What follows belongs to an exercise in optimizing a design on an open flow for small area, a short achievable clock period and few clock cycles; a production flow would make more cautious choices. Function was checked by simulation only, so behaviour that the tests miss may differ from the original.

==> build 96: inputs <==
==> flow/design.v <==
module multi_core_wb #(
    parameter N = 2,
    parameter IMG_SIZE = 64,
    parameter OUTPUT_SIZE = 32
)(
    input clk,
    input rst,
    input         i_wb_cyc,
    input         i_wb_stb,
    input         i_wb_we,
    input  [3:0]  i_wb_sel,
    input  [31:0] i_wb_addr,
    input  [31:0] i_wb_data,
    output reg [31:0] o_wb_data,
    output reg        o_wb_ack,
    output reg        o_wb_stall
);
reg [3:0] cnt;    
reg [2:0] cc;     
always @(posedge clk) begin
  if (rst) begin
    cnt <= 4'd7;
    cc  <= 3'd6;
  end else begin
    cnt <= cnt + 4'd1;
    cc  <= cnt[2:0];
  end
end
wire [3:0] cnt_n = cnt + 4'd1;
reg  stall_i, w_hold;
wire req       = i_wb_cyc & i_wb_stb & ~stall_i;
wire a9        = i_wb_addr[9];
wire acc_pix   = req &  i_wb_we & ~a9;
wire acc_start = req &  i_wb_we &  a9;
wire acc_stat  = req & ~i_wb_we &  a9;
reg       busy;       
reg       done_flag;  
reg       st_wait;    
reg       waitst;     
reg       act;        
reg [1:0] rv;         
wire finish        = act & (rv == 2'd3) & (cc == 3'd1);
wire start_pending = acc_start | waitst;
wire hold_stat     = acc_stat & busy & ~finish;
wire st_wait_n     = hold_stat | (st_wait & ~finish);
always @(posedge clk) begin
  if (rst) begin
    busy      <= 1'b0;
    done_flag <= 1'b0;
    st_wait   <= 1'b0;
    waitst    <= 1'b0;
    act       <= 1'b0;
  end else begin
    busy      <= (busy | acc_start) & ~finish;
    done_flag <= acc_start ? 1'b0 : (done_flag | finish);
    st_wait   <= st_wait_n;
    waitst    <= start_pending & (cc != 3'd7);
    act       <= act_n;
  end
end
wire       act_n = (start_pending & (cc == 3'd7)) | (act & ~finish);
wire [1:0] rv_n  = !act ? 2'd0 : (cc == 3'd7) ? rv + 2'd1 : rv;
always @(posedge clk) rv <= rv_n;
reg        w_pend;
reg        w_core;
reg [1:0]  w_pair;    
reg [3:0]  w_slot;    
reg [31:0] w_data;
wire ins_now  = w_pend & (w_slot == cnt);
wire w_pend_n = stall_i ? (w_pend & ~ins_now) : acc_pix;
wire [3:0] w_slot_n = w_hold ? w_slot : i_wb_addr[3:0];
wire w_mis_n  = w_slot_n != cnt_n;
always @(posedge clk) begin
  if (!w_hold) begin
    w_core <= i_wb_addr[8];
    w_pair <= i_wb_addr[5:4];
    w_slot <= i_wb_addr[3:0];
    w_data <= i_wb_data;
  end
end
always @(posedge clk) begin
  if (rst) begin
    w_pend     <= 1'b0;
    w_hold     <= 1'b0;
    stall_i    <= 1'b0;
    o_wb_stall <= 1'b0;
    o_wb_ack   <= 1'b0;
  end else begin
    w_pend     <= w_pend_n;
    w_hold     <= w_pend_n & w_mis_n;
    stall_i    <= (st_wait_n | w_pend_n) & (st_wait_n | w_mis_n);
    o_wb_stall <= st_wait_n | (w_pend_n & w_mis_n);
    o_wb_ack   <= (req & ~hold_stat) | (st_wait & finish);
  end
end
wire [31:0] tap [0:15];    
genvar k, i;
generate
for (k = 0; k < 2; k = k + 1) begin : core_mem
  for (i = 0; i < 4; i = i + 1) begin : pair
    reg [511:0] r;
    wire ins = ins_now & (w_core == k) & (w_pair == i);
    always @(posedge clk)
      r <= {r[479:0], ins ? w_data : r[511:480]};
    assign tap[8*k + 2*i]     = r[31:0];
    assign tap[8*k + 2*i + 1] = r[287:256];
  end
end
endgenerate
wire [31:0] pred [0:1];
wire f_en_c  = act & ((cc == 3'd5) | (cc == 3'd7) | ((cc == 3'd1) & (rv != 2'd0)));
wire f_clr_c = (rv == 2'd0) & (cc == 3'd5);
wire [2:0] cc_n = cnt[2:0];
generate
for (k = 0; k < 2; k = k + 1) begin : core
  localparam P = (k == 1);
  reg       oh0, oh1;    
  reg [1:0] rb;          
  reg       x2u;         
  reg       x2v;         
  reg       eclr, oclr;  
  reg       fso;         
  always @(posedge clk) begin
    oh0  <= (rv_n == 2'd0) ^ P;
    oh1  <= (rv_n == 2'd1) ^ P;
    rb   <= rv_n ^ {2{P}};
    x2u  <= (cc_n[0] ^ cc_n[1]) ^ P;
    x2v  <= P ? ~((cc_n == 3'd0) | (cc_n == 3'd3) | (cc_n == 3'd4))
              :  ((cc_n == 3'd3) | (cc_n == 3'd4));
    eclr <= ((cnt[2:0] == 3'd1) | (cnt[2:0] == 3'd5)) ^ P;
    oclr <= (cnt[2:0] == 3'd3) ^ P;
    fso  <= (cnt[2:0] == 3'd7) ^ P;
  end
  wire s0 = oh0 ^ P;
  wire s1 = oh1 ^ P;
  wire [1:0] r = rb ^ {2{P}};
  wire [31:0] q0 = s0 ? tap[8*k+0] : s1 ? tap[8*k+2] : tap[8*k+4];
  wire [31:0] q1 = s0 ? tap[8*k+1] : s1 ? tap[8*k+3] : tap[8*k+5];
  wire [31:0] q2 = r[1] ? tap[8*k+6] : r[0] ? tap[8*k+4] : tap[8*k+2];
  wire [31:0] q3 = r[1] ? tap[8*k+7] : r[0] ? tap[8*k+5] : tap[8*k+3];
  wire [31:0] n0 = ~q0;
  wire [31:0] n1 = ~q1;
  wire [31:0] s1v = q2 ^ q3 ^ n0;
  wire [31:0] m1  = (q2 & q3) | (q2 & n0) | (q3 & n0);
  wire [31:0] c1  = {m1[30:0], 1'b1};
  wire [31:0] ts  = s1v ^ c1 ^ n1;
  wire [31:0] m2  = (s1v & c1) | (s1v & n1) | (c1 & n1);
  wire [31:0] tc  = {m2[30:0], 1'b1};
  wire wu = x2u ^ P;
  wire wv = P ? ~x2v : x2v;
  reg  [31:0] us, uc, vs, vc;
  always @(posedge clk) begin
    us <= wu ? {ts[30:0], 1'b0} : ts;
    uc <= wu ? {tc[30:0], 1'b0} : tc;
    vs <= wv ? {ts[30:0], 1'b0} : ts;
    vc <= wv ? {tc[30:0], 1'b0} : tc;
  end
  reg  [31:0] E, O;
  wire [31:0] ea  = (eclr ^ P) ? 32'd0 : E;
  wire [31:0] oa  = (oclr ^ P) ? 32'd0 : O;
  wire [31:0] es  = ea ^ us ^ uc;
  wire [31:0] em  = (ea & us) | (ea & uc) | (us & uc);
  wire [31:0] os  = oa ^ vs ^ vc;
  wire [31:0] om  = (oa & vs) | (oa & vc) | (vs & vc);
  always @(posedge clk) begin
    E <= es + {em[30:0], 1'b0};
    O <= os + {om[30:0], 1'b0};
  end
  reg  [31:0] F;
  wire [31:0] X   = (fso ^ P) ? O : E;
  wire [31:0] sum = (f_clr_c ? 32'd0 : F) + {{2{X[31]}}, X[31:2]};
  always @(posedge clk) begin
    if (f_en_c) F <= sum;
  end
  assign pred[k] = F[31] ? 32'd0 : F;
end
endgenerate
always @(posedge clk) begin
  if (st_wait)  o_wb_data <= 32'd1;
  else if (a9)  o_wb_data <= {31'b0, done_flag | finish};
  else          o_wb_data <= pred[i_wb_addr[0]];
end
endmodule
==> flow/flow/run.sh <==
#!/bin/bash
set -euo pipefail
export SETUP_SLACK_MARGIN=6.6
export TNS_END_PERCENT=100
bash standard.sh > standard_flow.log 2>&1
==> flow/standard.sh <==
#!/bin/bash
# synth_recipe.tcl (not shown) runs the flow's synth.tcl, then flattens the netlist and writes it again
# the make line also repeats each setting of config.mk as NAME=value (left out here)
make -C /OpenROAD-flow-scripts/flow DESIGN_CONFIG=/design/flow/config.mk WORK_HOME=/design/flow/orfs CLKGATE_MAP_FILE= SYNTH_SCRIPT=/design/flow/synth_recipe.tcl "${@:-finish}"
==> flow/config.mk <==
export PLATFORM = sky130hd
export DESIGN_NAME = multi_core_wb
export DESIGN_NICKNAME = multi_core_wb
export VERILOG_FILES = /design/flow/design.v
export SDC_FILE = /design/flow/constraint.sdc
export NUM_CORES = 4
export LEC_CHECK = 0
export CAP_MARGIN = 20
export CORE_MARGIN = 2
export CORE_UTILIZATION = 60
export CTS_BUF_LIST = sky130_fd_sc_hd__clkbuf_8
export CTS_CLUSTER_DIAMETER = 40
export CTS_CLUSTER_SIZE = 16
export PLACE_DENSITY = 0.7
export SLEW_MARGIN = 20
==> flow/constraint.sdc <==
create_clock -name core_clock -period 10.0 [get_ports {clk}]
set_input_delay 2.0000 -clock core_clock [delete_from_list [all_inputs] [get_ports {clk}]]
set_output_delay 2.0000 -clock core_clock [all_outputs]
set_load 0.01 [all_outputs]
==> trial 33: changes against build 96 <==
==> flow/run.sh (new file) <==
#!/bin/bash
# synth_recipe.tcl (not shown) runs the flow's synth.tcl, then flattens the netlist and writes it again
# the make line also repeats each setting of config.mk as NAME=value (left out here)
make -C /OpenROAD-flow-scripts/flow DESIGN_CONFIG=/design/flow/config.mk WORK_HOME=/design/flow/orfs CLKGATE_MAP_FILE= SYNTH_SCRIPT=/design/flow/synth_recipe.tcl finish
Settings changed: SETUP_SLACK_MARGIN set to 5.
removed: flow/flow/run.sh
removed: flow/standard.sh
==> build 64: changes against build 96 <==
--- a/flow/design.v
+++ b/flow/design.v
@@ -18,13 +18,9 @@
 reg [3:0] cnt;    
-reg [2:0] cc;     
 always @(posedge clk) begin
-  if (rst) begin
-    cnt <= 4'd7;
-    cc  <= 3'd6;
-  end else begin
-    cnt <= cnt + 4'd1;
-    cc  <= cnt[2:0];
-  end
+  if (rst) cnt <= 4'd7;
+  else     cnt <= cnt + 4'd1;
 end
 wire [3:0] cnt_n = cnt + 4'd1;
+wire [2:0] cc    = cnt[2:0];      
+wire [2:0] cc_n  = cnt_n[2:0];    
 reg  stall_i, w_hold;
@@ -35,2 +31,8 @@
 wire acc_stat  = req & ~i_wb_we &  a9;
+reg        w_pend;
+reg        w_core;
+reg [1:0]  w_pair;    
+reg [3:0]  w_slot;    
+reg [31:0] w_data;
+wire ins_now  = w_pend & (w_slot == cnt);
 reg       busy;       
@@ -41,6 +43,9 @@
 reg [1:0] rv;         
-wire finish        = act & (rv == 2'd3) & (cc == 3'd1);
 wire start_pending = acc_start | waitst;
+wire k0            = start_pending & (cc == 3'd0) & ~ins_now;   
+wire finish        = act & (rv == 2'd3) & (cc == 3'd2);
 wire hold_stat     = acc_stat & busy & ~finish;
 wire st_wait_n     = hold_stat | (st_wait & ~finish);
+wire act_n         = k0 | (act & ~finish);
+wire [1:0] rv_n    = !act_n ? 2'd0 : (cc == 3'd7) ? rv + 2'd1 : rv;
 always @(posedge clk) begin
@@ -52,2 +57,3 @@
     act       <= 1'b0;
+    rv        <= 2'd0;
   end else begin
@@ -56,15 +62,7 @@
     st_wait   <= st_wait_n;
-    waitst    <= start_pending & (cc != 3'd7);
+    waitst    <= start_pending & ~k0;
     act       <= act_n;
+    rv        <= rv_n;
   end
 end
-wire       act_n = (start_pending & (cc == 3'd7)) | (act & ~finish);
-wire [1:0] rv_n  = !act ? 2'd0 : (cc == 3'd7) ? rv + 2'd1 : rv;
-always @(posedge clk) rv <= rv_n;
-reg        w_pend;
-reg        w_core;
-reg [1:0]  w_pair;    
-reg [3:0]  w_slot;    
-reg [31:0] w_data;
-wire ins_now  = w_pend & (w_slot == cnt);
 wire w_pend_n = stall_i ? (w_pend & ~ins_now) : acc_pix;
@@ -104,4 +102,4 @@
       r <= {r[479:0], ins ? w_data : r[511:480]};
-    assign tap[8*k + 2*i]     = r[31:0];
-    assign tap[8*k + 2*i + 1] = r[287:256];
+    assign tap[8*k + 2*i]     = r[511:480];
+    assign tap[8*k + 2*i + 1] = r[255:224];
   end
@@ -110,5 +108,2 @@
 wire [31:0] pred [0:1];
-wire f_en_c  = act & ((cc == 3'd5) | (cc == 3'd7) | ((cc == 3'd1) & (rv != 2'd0)));
-wire f_clr_c = (rv == 2'd0) & (cc == 3'd5);
-wire [2:0] cc_n = cnt[2:0];
 generate
@@ -122,2 +117,3 @@
   reg       fso;         
+  reg       fen, fclr;   
   always @(posedge clk) begin
@@ -129,5 +125,7 @@
               :  ((cc_n == 3'd3) | (cc_n == 3'd4));
-    eclr <= ((cnt[2:0] == 3'd1) | (cnt[2:0] == 3'd5)) ^ P;
-    oclr <= (cnt[2:0] == 3'd3) ^ P;
-    fso  <= (cnt[2:0] == 3'd7) ^ P;
+    eclr <= ((cc_n == 3'd1) | (cc_n == 3'd5)) ^ P;
+    oclr <= (cc_n == 3'd3) ^ P;
+    fso  <= (cc_n == 3'd7) ^ P;
+    fen  <= (act_n & ((cc_n == 3'd6) | (((cc_n == 3'd0) | (cc_n == 3'd2)) & (rv_n != 2'd0)))) ^ P;
+    fclr <= ((rv_n == 2'd0) & (cc_n == 3'd6)) ^ P;
   end
@@ -140,4 +138,4 @@
   wire [31:0] q3 = r[1] ? tap[8*k+7] : r[0] ? tap[8*k+5] : tap[8*k+3];
-  wire [31:0] n0 = ~q0;
-  wire [31:0] n1 = ~q1;
+  wire [31:0] n0  = ~q0;
+  wire [31:0] n1  = ~q1;
   wire [31:0] s1v = q2 ^ q3 ^ n0;
@@ -157,18 +155,29 @@
   end
-  reg  [31:0] E, O;
-  wire [31:0] ea  = (eclr ^ P) ? 32'd0 : E;
-  wire [31:0] oa  = (oclr ^ P) ? 32'd0 : O;
-  wire [31:0] es  = ea ^ us ^ uc;
-  wire [31:0] em  = (ea & us) | (ea & uc) | (us & uc);
-  wire [31:0] os  = oa ^ vs ^ vc;
-  wire [31:0] om  = (oa & vs) | (oa & vc) | (vs & vc);
+  reg  [31:0] es, ec, os, oc;
+  wire [31:0] ea  = (eclr ^ P) ? 32'd0 : es;
+  wire [31:0] eb  = (eclr ^ P) ? 32'd0 : ec;
+  wire [31:0] oa  = (oclr ^ P) ? 32'd0 : os;
+  wire [31:0] ob  = (oclr ^ P) ? 32'd0 : oc;
+  wire [31:0] e1s = ea ^ eb ^ us;
+  wire [31:0] e1m = (ea & eb) | (ea & us) | (eb & us);
+  wire [31:0] e1c = {e1m[30:0], 1'b0};
+  wire [31:0] e2m = (e1s & e1c) | (e1s & uc) | (e1c & uc);
+  wire [31:0] o1s = oa ^ ob ^ vs;
+  wire [31:0] o1m = (oa & ob) | (oa & vs) | (ob & vs);
+  wire [31:0] o1c = {o1m[30:0], 1'b0};
+  wire [31:0] o2m = (o1s & o1c) | (o1s & vc) | (o1c & vc);
   always @(posedge clk) begin
-    E <= es + {em[30:0], 1'b0};
-    O <= os + {om[30:0], 1'b0};
+    es <= e1s ^ e1c ^ uc;
+    ec <= {e2m[30:0], 1'b0};
+    os <= o1s ^ o1c ^ vc;
+    oc <= {o2m[30:0], 1'b0};
   end
+  reg  [31:0] X;
+  wire [31:0] xs = (fso ^ P) ? os : es;
+  wire [31:0] xc = (fso ^ P) ? oc : ec;
+  always @(posedge clk) X <= xs + xc;
   reg  [31:0] F;
-  wire [31:0] X   = (fso ^ P) ? O : E;
-  wire [31:0] sum = (f_clr_c ? 32'd0 : F) + {{2{X[31]}}, X[31:2]};
+  wire [31:0] sum = ((fclr ^ P) ? 32'd0 : F) + {{2{X[31]}}, X[31:2]};
   always @(posedge clk) begin
-    if (f_en_c) F <= sum;
+    if (fen ^ P) F <= sum;
   end
==> trial 88: changes against build 96 <==
--- a/flow/design.v
+++ b/flow/design.v
@@ -18,13 +18,9 @@
 reg [3:0] cnt;    
-reg [2:0] cc;     
 always @(posedge clk) begin
-  if (rst) begin
-    cnt <= 4'd7;
-    cc  <= 3'd6;
-  end else begin
-    cnt <= cnt + 4'd1;
-    cc  <= cnt[2:0];
-  end
+  if (rst) cnt <= 4'd7;
+  else     cnt <= cnt + 4'd1;
 end
 wire [3:0] cnt_n = cnt + 4'd1;
+wire [2:0] cc    = cnt[2:0];      
+wire [2:0] cc_n  = cnt_n[2:0];    
 reg  stall_i, w_hold;
@@ -35,2 +31,8 @@
 wire acc_stat  = req & ~i_wb_we &  a9;
+reg        w_pend;
+reg        w_core;
+reg [1:0]  w_pair;    
+reg [3:0]  w_slot;    
+reg [31:0] w_data;
+wire ins_now  = w_pend & (w_slot == cnt);
 reg       busy;       
@@ -41,6 +43,9 @@
 reg [1:0] rv;         
-wire finish        = act & (rv == 2'd3) & (cc == 3'd1);
 wire start_pending = acc_start | waitst;
+wire k0            = start_pending & (cc == 3'd0) & ~ins_now;   
+wire finish        = act & (rv == 2'd3) & (cc == 3'd2);
 wire hold_stat     = acc_stat & busy & ~finish;
 wire st_wait_n     = hold_stat | (st_wait & ~finish);
+wire act_n         = k0 | (act & ~finish);
+wire [1:0] rv_n    = !act_n ? 2'd0 : (cc == 3'd7) ? rv + 2'd1 : rv;
 always @(posedge clk) begin
@@ -52,2 +57,3 @@
     act       <= 1'b0;
+    rv        <= 2'd0;
   end else begin
@@ -56,15 +62,7 @@
     st_wait   <= st_wait_n;
-    waitst    <= start_pending & (cc != 3'd7);
+    waitst    <= start_pending & ~k0;
     act       <= act_n;
+    rv        <= rv_n;
   end
 end
-wire       act_n = (start_pending & (cc == 3'd7)) | (act & ~finish);
-wire [1:0] rv_n  = !act ? 2'd0 : (cc == 3'd7) ? rv + 2'd1 : rv;
-always @(posedge clk) rv <= rv_n;
-reg        w_pend;
-reg        w_core;
-reg [1:0]  w_pair;    
-reg [3:0]  w_slot;    
-reg [31:0] w_data;
-wire ins_now  = w_pend & (w_slot == cnt);
 wire w_pend_n = stall_i ? (w_pend & ~ins_now) : acc_pix;
@@ -104,4 +102,4 @@
       r <= {r[479:0], ins ? w_data : r[511:480]};
-    assign tap[8*k + 2*i]     = r[31:0];
-    assign tap[8*k + 2*i + 1] = r[287:256];
+    assign tap[8*k + 2*i]     = r[511:480];
+    assign tap[8*k + 2*i + 1] = r[255:224];
   end
@@ -110,5 +108,2 @@
 wire [31:0] pred [0:1];
-wire f_en_c  = act & ((cc == 3'd5) | (cc == 3'd7) | ((cc == 3'd1) & (rv != 2'd0)));
-wire f_clr_c = (rv == 2'd0) & (cc == 3'd5);
-wire [2:0] cc_n = cnt[2:0];
 generate
@@ -122,2 +117,3 @@
   reg       fso;         
+  reg       fen, fclr;   
   always @(posedge clk) begin
@@ -129,5 +125,7 @@
               :  ((cc_n == 3'd3) | (cc_n == 3'd4));
-    eclr <= ((cnt[2:0] == 3'd1) | (cnt[2:0] == 3'd5)) ^ P;
-    oclr <= (cnt[2:0] == 3'd3) ^ P;
-    fso  <= (cnt[2:0] == 3'd7) ^ P;
+    eclr <= ((cc_n == 3'd1) | (cc_n == 3'd5)) ^ P;
+    oclr <= (cc_n == 3'd3) ^ P;
+    fso  <= (cc_n == 3'd7) ^ P;
+    fen  <= (act_n & ((cc_n == 3'd6) | (((cc_n == 3'd0) | (cc_n == 3'd2)) & (rv_n != 2'd0)))) ^ P;
+    fclr <= ((rv_n == 2'd0) & (cc_n == 3'd6)) ^ P;
   end
@@ -140,4 +138,4 @@
   wire [31:0] q3 = r[1] ? tap[8*k+7] : r[0] ? tap[8*k+5] : tap[8*k+3];
-  wire [31:0] n0 = ~q0;
-  wire [31:0] n1 = ~q1;
+  wire [31:0] n0  = ~q0;
+  wire [31:0] n1  = ~q1;
   wire [31:0] s1v = q2 ^ q3 ^ n0;
@@ -157,18 +155,29 @@
   end
-  reg  [31:0] E, O;
-  wire [31:0] ea  = (eclr ^ P) ? 32'd0 : E;
-  wire [31:0] oa  = (oclr ^ P) ? 32'd0 : O;
-  wire [31:0] es  = ea ^ us ^ uc;
-  wire [31:0] em  = (ea & us) | (ea & uc) | (us & uc);
-  wire [31:0] os  = oa ^ vs ^ vc;
-  wire [31:0] om  = (oa & vs) | (oa & vc) | (vs & vc);
+  reg  [31:0] es, ec, os, oc;
+  wire [31:0] ea  = (eclr ^ P) ? 32'd0 : es;
+  wire [31:0] eb  = (eclr ^ P) ? 32'd0 : ec;
+  wire [31:0] oa  = (oclr ^ P) ? 32'd0 : os;
+  wire [31:0] ob  = (oclr ^ P) ? 32'd0 : oc;
+  wire [31:0] e1s = ea ^ eb ^ us;
+  wire [31:0] e1m = (ea & eb) | (ea & us) | (eb & us);
+  wire [31:0] e1c = {e1m[30:0], 1'b0};
+  wire [31:0] e2m = (e1s & e1c) | (e1s & uc) | (e1c & uc);
+  wire [31:0] o1s = oa ^ ob ^ vs;
+  wire [31:0] o1m = (oa & ob) | (oa & vs) | (ob & vs);
+  wire [31:0] o1c = {o1m[30:0], 1'b0};
+  wire [31:0] o2m = (o1s & o1c) | (o1s & vc) | (o1c & vc);
   always @(posedge clk) begin
-    E <= es + {em[30:0], 1'b0};
-    O <= os + {om[30:0], 1'b0};
+    es <= e1s ^ e1c ^ uc;
+    ec <= {e2m[30:0], 1'b0};
+    os <= o1s ^ o1c ^ vc;
+    oc <= {o2m[30:0], 1'b0};
   end
+  reg  [31:0] X;
+  wire [31:0] xs = (fso ^ P) ? os : es;
+  wire [31:0] xc = (fso ^ P) ? oc : ec;
+  always @(posedge clk) X <= xs + xc;
   reg  [31:0] F;
-  wire [31:0] X   = (fso ^ P) ? O : E;
-  wire [31:0] sum = (f_clr_c ? 32'd0 : F) + {{2{X[31]}}, X[31:2]};
+  wire [31:0] sum = ((fclr ^ P) ? 32'd0 : F) + {{2{X[31]}}, X[31:2]};
   always @(posedge clk) begin
-    if (f_en_c) F <= sum;
+    if (fen ^ P) F <= sum;
   end
==> flow/flow/run.sh (replaced) <==
#!/bin/bash
set -euo pipefail
export SETUP_SLACK_MARGIN=7.2
export TNS_END_PERCENT=100
bash standard.sh > standard_flow.log 2>&1
==> flow_summary.ini <==
[status]
outcome = timing/DRC/antenna clean

[timing]
hold_slack_ns = 0.290
fin_crit_sh = 0.362

[setup_path]
crit_buf_inv = 1
critPathLaunch = o_wb_data[21]

[cts]
ctsResizeCount = 302

[global_routing]
grt_util_met2 = 0.327

[finish]
clock_tree_area_fraction = 0.0724
seq_share = 0.681

[hold_path]
min_from = core_mem[1].pair[3].r[46]

[floorplan]
core-area_um2 = 212000

[synthesis]
synthAdderAreaFrac = 0.0706
the above is filed under build 64

==> flow_summary.ini <==
[cts]
ctsResizeCount = 491

[floorplan]
core-area_um2 = 212000

[global_routing]
grtUsageMet1 = 0.313

[finish]
clock_tree_area_fraction = 0.0685
seq_share = 0.667

[hold_path]
min_from = core_mem[1].pair[3].r[156]

[timing]
hold_slack_ns = 0.289

[setup_path]
critPathLaunch = o_wb_data[3]

[status]
outcome = timing/DRC/antenna clean

[synthesis]
synthAdderAreaFrac = 0.0706
the above is filed under trial 88

==> flow_summary.ini <==
[status]
outcome = timing/DRC/antenna clean

[timing]
hold_slack_ns = 0.253
fin_crit_sh = 0.468

[global_routing]
grt_util_met2 = 0.337

[finish]
num-nonclk-inverters = 546
clock_tree_area_fraction = 0.0706

[setup_path]
crit_buf_inv = 2
critPathLaunch = core[0].oclr

[cts]
ctsResizeCount = 0

[power_and_ir_drop]
combPwrFrac = 0.186

[floorplan]
core-area_um2 = 207000

[synthesis]
synthAdderAreaFrac = 0.0598
the above is filed under trial 33

==> flow_summary.ini <==
[status]
outcome = timing/DRC/antenna clean

[timing]
hold_slack_ns = 0.278
fin_crit_sh = 0.360

[synthesis]
synthAdderAreaFrac = 0.0598

[setup_path]
crit_buf_inv = 1
critPathLaunch = o_wb_data[0]
critPathKind = reg2out

[floorplan]
core-area_um2 = 207000

[finish]
seq_share = 0.667

[cts]
ctsResizeCount = 338

[power_and_ir_drop]
clockPowerShare = 0.310

[hold_path]
min_from = core_mem[0].pair[1].r[206]
the above is filed under build 96

Testbench counts of build 96, summed over its fixed seeds: cycles 7,736.
Testbench counts of trial 33, summed over its fixed seeds: cycles 7,736.
Testbench counts of build 64, summed over its fixed seeds: cycles 7,736.
Testbench counts of trial 88, summed over its fixed seeds: cycles 7,736.

-- re-timing with driven ports --
Ports are ideal in the flow. The routed layouts listed here were re-timed in OpenROAD.
Step 1 assumes that a clkbuf_16 drives the clock port and a buf_2 every other input.
Step 2 adds t to the input delays and takes it off the output delays; t is the mean of the earliest and latest rising clock arrival at the registers after step 1. Input paths then give back, and output paths get back, about the clock's delay inside the block.
Three values: no drivers, after step 1, after step 2; two values: the first two.
| run | shift t [ns] | slack for setup (ns) | worst setup path after step 2 | clock arrival spread, ns |
|---|---|---|---|---|
| build 96 | 1.183 | 6.395 / 6.313 / 5.582 | input to register | 0.081 / 0.081 |
| trial 33 | 1.183 | 5.321 / 5.321 / 5.321 | register to register | 0.127 / 0.127 |
| build 64 | 1.159 | 6.382 / 6.295 / 5.834 | input to register | 0.084 / 0.083 |
| trial 88 | 1.147 | 6.427 / 6.338 / 6.138 | input to register | 0.079 / 0.079 |
After both steps every run listed still meets setup and hold. For build 96, which loses most, drivers alone change the setup slack by -0.082 ns; drivers and shift together by -0.813 ns.
